This is an optimization exercise on Yosys and OpenROAD, whose aim is small area, a short achievable clock period and few clock cycles, not a production implementation. Where RTL was checked, it was by simulation tests only, not by an equivalence proof against the original.

==> flow/design.v (excerpt) <==
module processor(
  input wire clk, reset,
  input wire op,  
  input wire [7:0] in_data,
  input wire user_write_memory,
  input wire [7:0] user_address,
  output wire [7:0] out_data,  
  output wire done             
);
For scale: about 29 I/O pins.
==> flow/config.mk <==
export PLATFORM = sky130hd
export DESIGN_NAME = processor
export DESIGN_NICKNAME = processor
export VERILOG_FILES = /design/flow/design.v
export SDC_FILE = /design/flow/constraint.sdc
export NUM_CORES = 8
export LEC_CHECK = 0
export CAP_MARGIN = 20
export CORE_MARGIN = 2
export CORE_UTILIZATION = 50
export PLACE_DENSITY = 0.6
export SETUP_SLACK_MARGIN = 4
export SLEW_MARGIN = 20
==> flow/constraint.sdc <==
create_clock -name core_clock -period 12.5 [get_ports {clk}]
set_input_delay 2.5000 -clock core_clock [delete_from_list [all_inputs] [get_ports {clk}]]
set_output_delay 2.5000 -clock core_clock [all_outputs]
set_load 0.01 [all_outputs]
standard.sh (not shown) runs the stock make flow with config.mk's settings and CLKGATE_MAP_FILE= SYNTH_SCRIPT=/design/flow/synth_recipe.tcl, a recipe that flattens the netlist after the stock synthesis.
==> flow/flow/run.sh <==
#!/bin/bash
# The standard flow's own layout (standard.sh), except that synthesis skips ORFS's adder
# step (Yosys extract_fa and the full/half-adder cell map): ABC then maps the
# arithmetic as plain logic and times it as a whole. Everything else, the
# registers included, is the standard synthesis and layout.
set -euo pipefail
here=$(pwd)

# ORFS's synth.tcl without the block from "Technology mapping of adders" up
# to "Technology mapping of latches"
sed '/^# Technology mapping of adders/,/^# Technology mapping of latches/{/^# Technology mapping of latches/!d}' \
  "$FLOW_HOME/scripts/synth.tcl" > "$here/synth_noadder.tcl"
grep -q '^# Technology mapping of latches' "$here/synth_noadder.tcl"
! grep -q 'extract_fa' "$here/synth_noadder.tcl"

# The standard flow's synthesis script, sourcing that instead of ORFS's synth.tcl
sed "s#source \$::env(SCRIPTS_DIR)/synth.tcl#source $here/synth_noadder.tcl#" \
  synth_recipe.tcl > "$here/synth_recipe_noadder.tcl"
grep -q 'synth_noadder.tcl' "$here/synth_recipe_noadder.tcl"

# standard.sh with that synthesis script
sed "s#SYNTH_SCRIPT=[^ ]*#SYNTH_SCRIPT=$here/synth_recipe_noadder.tcl#" standard.sh > "$here/standard_noadder.sh"
grep -q 'synth_recipe_noadder.tcl' "$here/standard_noadder.sh"

bash "$here/standard_noadder.sh" finish > "$here/orfs_make.log" 2>&1
Testbench counts at the start, summed over its fixed seeds: cycles 1,339.
Next try:
--- a/flow/design.v
+++ b/flow/design.v
@@ -256,32 +256,37 @@
   assign s1d = pick(s1t, early(s1t, ra, rb, rc, rd, w), u1, u2);
   assign s2d = pick(s2t, early(s2t, ra, rb, rc, rd, w), u1, u2);
 endmodule
 module membank(
   input wire clk,
   input wire we,
   input wire [4:0] wrow,
   input wire [7:0] wdata,
   input wire [31:0] rsel,
-  output wire [7:0] rdata
+  input wire usel,             
+  output wire [7:0] rdata,
+  output wire [7:0] udata      
 );
   reg [7:0] mem [0:31];
   always @(posedge clk)
     if (we)
       mem[wrow] <= wdata;
-  reg [7:0] r;
-  integer i;
+  reg [7:0] qt [0:3];
+  integer i, j;
   always @* begin
-    r = 8'd0;
-    for (i = 0; i < 32; i = i + 1)
-      r = r | ({8{rsel[i]}} & mem[i]);
+    for (j = 0; j < 4; j = j + 1) begin
+      qt[j] = 8'd0;
+      for (i = 8 * j; i < 8 * j + 8; i = i + 1)
+        qt[j] = qt[j] | ({8{rsel[i]}} & mem[i]);
+    end
   end
-  assign rdata = r;
+  assign rdata = qt[0] | qt[1] | qt[2] | qt[3];
+  assign udata = ({8{usel}} & qt[0]) | ({8{usel}} & qt[1]) | ({8{usel}} & qt[2]) | ({8{usel}} & qt[3]);
 endmodule
 module group_decoder(
   input wire [71:0] win_all,      
   input wire [4:0] row_lo,        
   input wire [4:0] row_hi,        
   input wire short,               
   output wire [9:1] len_oh,       
   output wire halt,
   output wire [3:0] u1a, u1b,     
@@ -579,27 +584,30 @@
   wire all1 = &rv1;
   wire [4:0] frow = ~all0 ? row0 : ~all1 ? row1 : row2;
   wire [4:0] rrow = op ? frow : user_address[7:3];
   wire [31:0] rsel = 32'd1 << rrow;
   wire [7:0] cw0 = {8{g_valid & g_s0v}} & (8'd1 << g_s0a[2:0]);
   wire [7:0] cw1 = {8{g_valid & g_s1v}} & (8'd1 << g_s1a[2:0]);
   wire [7:0] cw2 = {8{g_valid & g_s2v}} & (8'd1 << g_s2a[2:0]);
   wire [7:0] uwb = {8{~op & user_write_memory}} & (8'd1 << user_address[2:0]);
   wire [63:0] bank_row;
+  wire [63:0] bank_user;
+  wire [7:0]  ubank = 8'd1 << user_address[2:0];
   genvar b;
   generate for (b = 0; b < 8; b = b + 1) begin: bk
     wire       we   = cw0[b] | cw1[b] | cw2[b] | uwb[b];
     wire [4:0] wrow = cw0[b] ? g_s0a[7:3] : cw1[b] ? g_s1a[7:3] : cw2[b] ? g_s2a[7:3] : user_address[7:3];
     wire [7:0] wdat = cw0[b] ? s0d : cw1[b] ? s1d : cw2[b] ? s2d : in_data;
     membank m(.clk(clk), .we(we), .wrow(wrow), .wdata(wdat), .rsel(rsel),
-              .rdata(bank_row[8*b +: 8]));
+              .usel(ubank[b]), .rdata(bank_row[8*b +: 8]), .udata(bank_user[8*b +: 8]));
   end endgenerate
-  assign out_data = bank_row[{user_address[2:0], 3'b000} +: 8];
+  assign out_data = bank_user[7:0] | bank_user[15:8] | bank_user[23:16] | bank_user[31:24]
+                  | bank_user[39:32] | bank_user[47:40] | bank_user[55:48] | bank_user[63:56];
   wire [2:0] pcl = pc[2:0];
   wire [127:0] rbuf = {rb1, rb0};
   wire [71:0] win_all = rbuf[{pcl, 3'b000} +: 72];
   wire [9:1] f_len_oh;
   wire [23:0] f_imm;
   wire       f_halt;
   wire [3:0] f_u1a, f_u1b, f_u2a, f_u2b;
   wire [1:0] f_u1op;
   wire       f_u2sub, f_u2mul;
What happened: The new run went through all stages and came out clean; routed wire length is lower by 6.9%; register-to-register slack got worse by 0.02 ns; clock skew is lower by 0.038 ns; worst setup slack got worse by 0.022 ns; synthesized area is lower by 0.98%; via count is lower by 3.8%; cell count is lower by 1.4%; final area is lower by 2.7%; count of clock-buffer cells in the layout does not change.
Only the layout flow was run in the second run of this note; the RTL was not checked for function there.

---

processor, a different RTL version from the one above (not shown whole).
For scale: about 12000 cells after synthesis, roughly 2400 flip-flops, about 130000 um^2 of cells after synthesis.
==> module execute, before the edit <==
module execute(
  input wire [7:0] ra, rb, rc, rd,
  input wire [23:0] w,               
  input wire [3:0] u1a, u1b,
  input wire [1:0] u1op,
  input wire [3:0] u2a, u2b,
  input wire u2sub, u2mul,
  input wire [3:0] u3a, u3b,
  input wire u3sub,
  input wire [3:0] ta, tb, tc, td, s0t, s1t, s2t, s3t,
  output wire [7:0] na, nb, nc, nd, s0d, s1d, s2d, s3d
);
  localparam [3:0] T_U1 = 4'd7, T_U2 = 4'd8, T_U3 = 4'd9;
  function [7:0] early;
    input [3:0] t;
    input [7:0] a, b, c, d;
    input [23:0] w;
    begin
      case (t[2:0])
        3'd0: early = a;
        3'd1: early = b;
        3'd2: early = c;
        3'd3: early = d;
        3'd4: early = w[7:0];
        3'd5: early = w[15:8];
        default: early = w[23:16];
      endcase
    end
  endfunction
  wire [7:0] x1a = early(u1a, ra, rb, rc, rd, w);
  wire [7:0] x1b = early(u1b, ra, rb, rc, rd, w);
  wire [7:0] dv = u1b[1] ? (u1b[0] ? rd : rc) : rb;
  wire [7:0] q;
  div8 divider(.a(ra), .d(dv), .q(q));
  wire       sub1 = (u1op == 2'd1);
  wire [7:0] as1, mu1;
  add8c add1(.x(x1a), .y(x1b ^ {8{sub1}}), .ci(sub1), .s(as1));
  mul8 mul1(.a(x1a), .b(x1b), .p(mu1));
  wire [7:0] u1m = u1op[1] ? mu1 : as1;
  wire [7:0] u1 = (u1op == 2'd3) ? q : u1m;
  wire [7:0] e2a = early(u2a, ra, rb, rc, rd, w);
  wire [7:0] e2b = early(u2b, ra, rb, rc, rd, w);
  wire [7:0] x2a = (u2a == T_U1) ? u1 : e2a;
  wire [7:0] x2b = (u2b == T_U1) ? u1 : e2b;
  wire [7:0] m2a = (u2a == T_U1) ? u1m : e2a;
  wire [7:0] m2b = (u2b == T_U1) ? u1m : e2b;
  wire [7:0] as2, mu2;
  add8c add2(.x(x2a), .y(x2b ^ {8{u2sub}}), .ci(u2sub), .s(as2));
  mul8 mul2(.a(m2a), .b(m2b), .p(mu2));
  wire [7:0] u2 = u2mul ? mu2 : as2;
  wire [7:0] x3a = (u3a == T_U2) ? u2 : (u3a == T_U1) ? u1 : early(u3a, ra, rb, rc, rd, w);
  wire [7:0] x3b = (u3b == T_U2) ? u2 : (u3b == T_U1) ? u1 : early(u3b, ra, rb, rc, rd, w);
  wire [7:0] u3;
  add8c add3(.x(x3a), .y(x3b ^ {8{u3sub}}), .ci(u3sub), .s(u3));
  function [7:0] pick;
    input [3:0] t;
    input [7:0] e, r1, r2, r3;
    begin
      pick = (t == T_U3) ? r3 : (t == T_U2) ? r2 : (t == T_U1) ? r1 : e;
    end
  endfunction
  assign na = pick(ta, early(ta, ra, rb, rc, rd, w), u1, u2, u3);
  assign nb = pick(tb, early(tb, ra, rb, rc, rd, w), u1, u2, u3);
  assign nc = pick(tc, early(tc, ra, rb, rc, rd, w), u1, u2, u3);
  assign nd = pick(td, early(td, ra, rb, rc, rd, w), u1, u2, u3);
  assign s0d = pick(s0t, early(s0t, ra, rb, rc, rd, w), u1, u2, u3);
  assign s1d = pick(s1t, early(s1t, ra, rb, rc, rd, w), u1, u2, u3);
  assign s2d = pick(s2t, early(s2t, ra, rb, rc, rd, w), u1, u2, u3);
  assign s3d = pick(s3t, early(s3t, ra, rb, rc, rd, w), u1, u2, u3);
endmodule
Settings: LEC_CHECK=0, CAP_MARGIN=20, CORE_MARGIN=2, CORE_UTILIZATION=50, CTS_CLUSTER_DIAMETER=110, CTS_CLUSTER_SIZE=26, PLACE_DENSITY=0.6, SETUP_SLACK_MARGIN=4, SLEW_MARGIN=20; clock period 12.5 ns.
Scripts as last shown in full above: flow/flow/run.sh
Testbench counts at the start, summed over its fixed seeds: cycles 1,180.
Next try:
--- a/flow/design.v
+++ b/flow/design.v
@@ -267,12 +267,12 @@
   assign na = pick(ta, early(ta, ra, rb, rc, rd, w), u1, u2, u3);
   assign nb = pick(tb, early(tb, ra, rb, rc, rd, w), u1, u2, u3);
   assign nc = pick(tc, early(tc, ra, rb, rc, rd, w), u1, u2, u3);
   assign nd = pick(td, early(td, ra, rb, rc, rd, w), u1, u2, u3);
-  assign s0d = pick(s0t, early(s0t, ra, rb, rc, rd, w), u1, u2, u3);
-  assign s1d = pick(s1t, early(s1t, ra, rb, rc, rd, w), u1, u2, u3);
-  assign s2d = pick(s2t, early(s2t, ra, rb, rc, rd, w), u1, u2, u3);
-  assign s3d = pick(s3t, early(s3t, ra, rb, rc, rd, w), u1, u2, u3);
+  assign s0d = (s0t == T_U1) ? u1 : early(s0t, ra, rb, rc, rd, w);
+  assign s1d = (s1t == T_U1) ? u1 : early(s1t, ra, rb, rc, rd, w);
+  assign s2d = (s2t == T_U1) ? u1 : early(s2t, ra, rb, rc, rd, w);
+  assign s3d = (s3t == T_U1) ? u1 : early(s3t, ra, rb, rc, rd, w);
 endmodule
 module membank(
   input wire clk,
   input wire we,
Global-route usage rose by 0.55 points.
Design area fell by 1.8%.
Non-clock buffer count fell by 175.
Via count fell by 0.47%.
Wire length rose by 0.48%.
Core utilization fell by 0.91 points.
First-iteration DRC count rose by 9.5%.
For the second run of this note, only the layout was checked, not whether the RTL still works.

---

processor, a different RTL version from the one above (not shown whole).
Size: ~13000 cells after synthesis, ~29 I/O pins, roughly 130000 um2 of cells after synthesis.
==> flow/config.mk <==
export PLATFORM = sky130hd
export DESIGN_NAME = processor
export DESIGN_NICKNAME = processor
export VERILOG_FILES = /design/flow/design.v
export SDC_FILE = /design/flow/constraint.sdc
export NUM_CORES = 8
export LEC_CHECK = 0
export CAP_MARGIN = 20
export CORE_MARGIN = 2
export CORE_UTILIZATION = 50
export CTS_CLUSTER_DIAMETER = 110
export CTS_CLUSTER_SIZE = 26
export PLACE_DENSITY = 0.6
export SETUP_SLACK_MARGIN = 4
export SLEW_MARGIN = 20
==> flow/constraint.sdc <==
create_clock -name core_clock -period 12.5 [get_ports {clk}]
set_input_delay 2.5000 -clock core_clock [delete_from_list [all_inputs] [get_ports {clk}]]
set_output_delay 2.5000 -clock core_clock [all_outputs]
set_load 0.01 [all_outputs]
Scripts as last shown in full above: flow/flow/run.sh
Edit:
--- a/flow/design.v
+++ b/flow/design.v
@@ -260,26 +260,26 @@
   function [7:0] pick;
     input [3:0] t;
     input [7:0] e, r1, r2, r3;
     begin
       pick = (t == T_U3) ? r3 : (t == T_U2) ? r2 : (t == T_U1) ? r1 : e;
     end
   endfunction
   assign na = pick(ta, early(ta, ra, rb, rc, rd, w), u1, u2, u3);
   assign nb = pick(tb, early(tb, ra, rb, rc, rd, w), u1, u2, u3);
   assign nc = pick(tc, early(tc, ra, rb, rc, rd, w), u1, u2, u3);
   assign nd = pick(td, early(td, ra, rb, rc, rd, w), u1, u2, u3);
-  assign s0d = pick(s0t, early(s0t, ra, rb, rc, rd, w), u1, u2, u3);
-  assign s1d = pick(s1t, early(s1t, ra, rb, rc, rd, w), u1, u2, u3);
-  assign s2d = pick(s2t, early(s2t, ra, rb, rc, rd, w), u1, u2, u3);
-  assign s3d = pick(s3t, early(s3t, ra, rb, rc, rd, w), u1, u2, u3);
+  assign s0d = (s0t == T_U1) ? u1 : early(s0t, ra, rb, rc, rd, w);
+  assign s1d = (s1t == T_U1) ? u1 : early(s1t, ra, rb, rc, rd, w);
+  assign s2d = (s2t == T_U1) ? u1 : early(s2t, ra, rb, rc, rd, w);
+  assign s3d = (s3t == T_U1) ? u1 : early(s3t, ra, rb, rc, rd, w);
 endmodule
 module membank(
   input wire clk,
   input wire we,
   input wire [4:0] wrow,
   input wire [7:0] wdata,
   input wire [31:0] rsel,
   input wire usel,             
   output wire [7:0] rdata,
   output wire [7:0] udata      
 );
@@ -591,22 +591,23 @@
   input wire clk, reset,
   input wire op,  
   input wire [7:0] in_data,
   input wire user_write_memory,
   input wire [7:0] user_address,
   output wire [7:0] out_data,  
   output wire done             
 );
   reg [7:0] reg_a, reg_b, reg_c, reg_d;
   reg [7:0] pc;           
   reg [7:0] pc_start;     
+  reg [7:0] pcl_oh;       
   reg       running;      
   reg       g_ready;      
   reg       f_halted;     
   reg       done_r;
   reg [63:0] rb0, rb1;
   reg [7:0]  rv0, rv1;    
   reg        g_valid;
   reg        g_halt;
   reg [23:0] g_imm;       
   reg [3:0]  g_u1a, g_u1b;
   reg [1:0]  g_u1op;
@@ -650,23 +651,29 @@
     wire       we   = cw0[b] | cw1[b] | cw2[b] | cw3[b] | uwb[b];
     wire [4:0] wrow = cw0[b] ? g_s0a[7:3] : cw1[b] ? g_s1a[7:3] : cw2[b] ? g_s2a[7:3]
                     : cw3[b] ? g_s3a[7:3] : user_address[7:3];
     wire [7:0] wdat = cw0[b] ? s0d : cw1[b] ? s1d : cw2[b] ? s2d : cw3[b] ? s3d : in_data;
     membank m(.clk(clk), .we(we), .wrow(wrow), .wdata(wdat), .rsel(rsel),
               .usel(ubank[b]), .rdata(bank_row[8*b +: 8]), .udata(bank_user[8*b +: 8]));
   end endgenerate
   assign out_data = bank_user[7:0] | bank_user[15:8] | bank_user[23:16] | bank_user[31:24]
                   | bank_user[39:32] | bank_user[47:40] | bank_user[55:48] | bank_user[63:56];
   wire [2:0] pcl = pc[2:0];
   wire [143:0] rbuf = {16'd0, rb1, rb0};
-  wire [79:0] win_all = rbuf[{pcl, 3'b000} +: 80];
+  reg [79:0] win_all;
+  integer s;
+  always @* begin
+    win_all = 80'd0;
+    for (s = 0; s < 8; s = s + 1)
+      win_all = win_all | ({80{pcl_oh[s]}} & rbuf[8*s +: 80]);
+  end
   wire [10:1] endok;
   wire ahead = ~running & ~g_ready;
   genvar e;
   generate for (e = 1; e <= 10; e = e + 1) begin: eo
     assign endok[e] = ({1'b0, pcl} + e <= (ahead ? 4'd7 : 4'd15));
   end endgenerate
   wire [10:1] f_len_oh;
   wire [23:0] f_imm;
   wire       f_halt;
   wire [3:0] f_u1a, f_u1b, f_u2a, f_u2b;
   wire [1:0] f_u1op;
@@ -704,48 +711,54 @@
       pcl_sum = pcl_sum | ({4{f_len_oh[k]}} & ({1'b0, pcl} + k));
   end
   wire f_carry = pcl_sum[3];
   wire [7:0] snoop0 = {8{uwb != 8'd0 && user_address[7:3] == row0}} & uwb;
   wire [7:0] snoop1 = {8{uwb != 8'd0 && user_address[7:3] == row1}} & uwb;
   wire snoop01 = |(snoop0 | snoop1);
   wire [7:0] pc_next = {f_carry ? row1 : row0, pcl_sum[2:0]};
   always @(posedge clk, posedge reset)
     if (reset) begin
       reg_a <= 8'h55; reg_b <= 8'h11; reg_c <= 8'h11; reg_d <= 8'h11;
       pc <= 8'd0;
+      pcl_oh <= 8'd1;
       running <= 1'b0; g_ready <= 1'b0;
       f_halted <= 1'b0; done_r <= 1'b0;
       g_valid <= 1'b0;
       rv0 <= 8'd0; rv1 <= 8'd0;
     end else begin
       running <= op;
       if (e_go) begin
         reg_a <= a_new; reg_b <= b_new; reg_c <= c_new; reg_d <= d_new;
       end
       g_valid <= f_go;
       if (!op) begin
         f_halted <= 1'b0;
         done_r <= 1'b0;
         if (!g_ready) begin
           if (all0 && all1 && !f_carry && !snoop01) begin
             g_ready <= 1'b1;
             pc_start <= pc;
             pc <= pc_next;
+            pcl_oh <= 8'd1 << pc_next[2:0];
           end
         end else if (snoop01) begin
           g_ready <= 1'b0;
           pc <= pc_start;
+          pcl_oh <= 8'd1 << pc_start[2:0];
         end
       end else begin
         g_ready <= 1'b0;
-        if (f_go) pc <= pc_next;
+        if (f_go) begin
+          pc <= pc_next;
+          pcl_oh <= 8'd1 << pc_next[2:0];
+        end
         if ((f_go && f_halt) || (sel1 && g_halt)) f_halted <= 1'b1;
         if (e_go && g_halt) done_r <= 1'b1;
       end
       if (hz) begin
         rv0 <= 8'd0; rv1 <= 8'd0;
       end else if (f_go && f_carry) begin
         rv0 <= rv1; rv1 <= 8'hff;
       end else if (f_load) begin
         if (!all0) rv0 <= 8'hff;
         else rv1 <= 8'hff;
       end else begin
Effect: Fmax rose slightly. Wire length goes up by a few percent. Synthesized cell count came out higher slightly. Worst setup slack improves by 0.078 ns. Cell count is lower slightly.
No functional check of the RTL was part of any run of this note.

## separate check: timing with driven ports
In the flow no input, the clock included, has a driving cell. The finished layouts below were timed again as built, in two steps.
Step 1: set_driving_cell puts a clkbuf_16 on clk and a buf_2 on each other input, an assumption about the parent block.
Step 2 moves the port delays by t, midway between the first and last clock arrival at a register: inputs arrive t later, outputs are due t later. That takes back most of the time a late clock gives input paths.
a / b / c = ideal / step 1 / step 2; a / b = the first two.
| run | t (ns) | slack for setup (ns) | worst data-port slew with drivers (ns) |
|---|---|---|---|
| the first run of note 1 | 0.996 | 3.813 / 3.647 / 3.647 | 0.30 |
| the second run of note 1 | 0.998 | 3.790 / 3.562 / 3.562 | 0.28 |
| the first run of note 2 | 0.902 | 3.951 / 3.798 / 3.798 | 0.21 |
| the second run of note 2 | 0.951 | 3.919 / 3.822 / 3.822 | 0.22 |
| the first run of note 3 | 0.949 | 3.666 / 3.666 / 3.666 | 0.18 |
| the second run of note 3 | 0.888 | 3.744 / 3.492 / 3.492 | 0.30 |
After both steps every run listed still meets setup and hold. For the second run of note 3, which loses most, drivers alone change the setup slack by -0.252 ns; drivers and shift together by -0.252 ns.
